What follows belongs to an exercise in optimizing a design on an open flow for small area; a production flow would make more cautious choices.
In this exercise RTL edits were held to simulation tests only and were not proved equivalent to the original.
Power figures rest on the tool's default switching activity, not on a simulated workload.

Setup of P:
==> module line_buf_ctrl, before the edit <==
module line_buf_ctrl #(
    parameter HTOT = 80,
    parameter HACT = 64
)(
    input             clk,
    input             rstn,
    input             i_vsync,
    input             i_hsync,
    input             i_de,
    input       [9:0] i_r_data,
    input       [9:0] i_g_data,
    input       [9:0] i_b_data,
    output wire       o_vsync,
    output wire       o_hsync,
    output wire       o_de,
    output wire [9:0] o_r_data,
    output wire [9:0] o_g_data,
    output wire [9:0] o_b_data
);
    localparam DELAY_CYCLES = 2 * HTOT;
    localparam CNT_WIDTH    = $clog2(DELAY_CYCLES + 1);
    localparam W            = 33;
    wire [W-1:0] din = {i_vsync, i_hsync, i_de, i_r_data, i_g_data, i_b_data};
    wire [W-1:0] dout;
    genvar b;
    generate
        for (b = 0; b < W; b = b + 1) begin : g_lane
            reg [DELAY_CYCLES-1:0] sr;
            always @(posedge clk)
                sr <= {sr[DELAY_CYCLES-2:0], din[b]};
            assign dout[b] = sr[DELAY_CYCLES-1];
        end
    endgenerate
    reg  [CNT_WIDTH-1:0] cnt;
    wire                 valid = (cnt == DELAY_CYCLES);
    always @(posedge clk or negedge rstn) begin
        if (!rstn)
            cnt <= {CNT_WIDTH{1'b0}};
        else if (!valid)
            cnt <= cnt + 1'b1;
    end
    assign o_vsync  = dout[32] & valid;
    assign o_hsync  = dout[31] & valid;
    assign o_de     = dout[30] & valid;
    assign o_r_data = dout[29:20];
    assign o_g_data = dout[19:10];
    assign o_b_data = dout[9:0];
endmodule
==> flow/config.mk <==
export PLATFORM = sky130hd
export DESIGN_NAME = line_buf_ctrl_top
export DESIGN_NICKNAME = line_buf_ctrl_top
export VERILOG_FILES = /design/flow/design.v
export SDC_FILE = /design/flow/constraint.sdc
export NUM_CORES = 4
export LEC_CHECK = 0
export CAP_MARGIN = 20
export CORE_MARGIN = 2
export CORE_UTILIZATION = 65
export CTS_BUF_LIST = sky130_fd_sc_hd__clkbuf_8
export CTS_CLUSTER_DIAMETER = 50
export CTS_CLUSTER_SIZE = 22
export PLACE_DENSITY = 0.75
export SLEW_MARGIN = 20
==> flow/constraint.sdc <==
create_clock -name core_clock -period 10.0 [get_ports {clk}]
set_input_delay 2.0000 -clock core_clock [delete_from_list [all_inputs] [get_ports {clk}]]
set_output_delay 2.0000 -clock core_clock [all_outputs]
set_load 0.01 [all_outputs]
standard.sh (not shown) runs the stock make flow with config.mk's settings and CLKGATE_MAP_FILE= SYNTH_SCRIPT=/design/flow/synth_recipe.tcl, a recipe that flattens the netlist after the stock synthesis.
==> flow/flow/run.sh <==
#!/bin/bash
# The standard layout (the standard.sh: unchanged synthesis, floorplan, power grid,
# placement, CTS and routing) with two changes:
#  - the port buffers are the smallest buffer cell instead of the resizer's default pick;
#  - CTS inserts no dummy loads (the same CTS arguments as config.mk's settings otherwise).
# Make's full output goes to flow_make.log; each ORFS step keeps its own log under orfs/logs/.
set -euo pipefail
bash standard.sh finish \
  "BUFFER_PORTS_ARGS=-buffer_cell sky130_fd_sc_hd__buf_1" \
  "CTS_ARGS=-sink_clustering_enable -repair_clock_nets -dont_use_dummy_load -sink_clustering_size 22 -sink_clustering_max_diameter 50 -buf_list sky130_fd_sc_hd__clkbuf_8" \
  > flow_make.log 2>&1
Input changes introduced in Q (baseline for comparison: P):
-- flow/design.v --
<<< P, line 57
        end
    endgenerate
    reg  [CNT_WIDTH-1:0] cnt;
    wire                 valid = (cnt == DELAY_CYCLES);
    always @(posedge clk or negedge rstn) begin
        if (!rstn)
            cnt <= {CNT_WIDTH{1'b0}};
        else if (!valid)
            cnt <= cnt + 1'b1;
    end
    assign o_vsync  = dout[32] & valid;
    assign o_hsync  = dout[31] & valid;
>>> Q, line 57
        end
    endgenerate
    reg valid;
    generate
        if (DELAY_CYCLES == 160) begin : g_lfsr
            reg  [7:0] lfsr;
            wire       last = lfsr[6] & ~lfsr[4] & ~lfsr[3] &
                              lfsr[2] &  lfsr[1] &  lfsr[0];
            always @(posedge clk or negedge rstn) begin
                if (!rstn) begin
                    lfsr  <= 8'd0;
                    valid <= 1'b0;
                end else begin
                    lfsr  <= {lfsr[6:0], ~(lfsr[7] ^ lfsr[2])};
                    valid <= valid | last;
                end
            end
        end else begin : g_cnt
            reg [CNT_WIDTH-1:0] cnt;
            always @(posedge clk or negedge rstn) begin
                if (!rstn) begin
                    cnt   <= {CNT_WIDTH{1'b0}};
                    valid <= 1'b0;
                end else begin
                    if (!valid)
                        cnt <= cnt + 1'b1;
                    valid <= valid | (cnt == DELAY_CYCLES - 1);
                end
            end
        end
    endgenerate
    assign o_vsync  = dout[32] & valid;
    assign o_hsync  = dout[31] & valid;
==> comparison <==
Highest clock frequency the design can meet in Q vs P: up 0.039 GHz
Delta (Q minus P): via count stayed essentially flat; final non-filler cell area stayed essentially flat; total power per unit cell area stayed essentially flat; area share of fa/ha/maj cells after synthesis stayed essentially flat.
Post-route total power: P vs Q, no meaningful difference
Between Q and P, the difference in share of the synthesized area in compound gates (AO/OA/AOI/OAI) is negligible.
The post-route non-filler standard cell count of P and that of Q are within noise of each other.
Changes observed in Q relative to P: clock-buffer cell count went down by 1; maximum ir drop on the vdd rail went up by 0.011 mV; async set-or-reset flop fraction in the synthesized netlist was more or less identical.

-- port drivers added, routing unchanged --
Ports are ideal in the flow. The routed layouts listed here were re-timed in OpenROAD.
Step 1 sets driving cells, clkbuf_16 on the clock port and buf_2 on the other inputs (assumed; they add their load-dependent delay and slew).
Step 2 also shifts input and output timing later by t, the mid clock arrival at the registers, as if the neighbouring blocks saw the same clock.
a / b / c = ideal / step 1 / step 2; a / b = the first two.
| run | t, ns | slack for setup (ns) | worst setup path after step 2 | worst data-port slew with drivers (ns) | cell pins on the clock port's net |
|---|---|---|---|---|---|
| P | 1.029 | 5.734 / 5.666 / 6.695 | register to output | 0.03 | 1 |
| Q | 1.050 | 6.344 / 6.274 / 7.324 | register to output | 0.03 | 1 |
After both steps setup and hold are still met in every run listed.
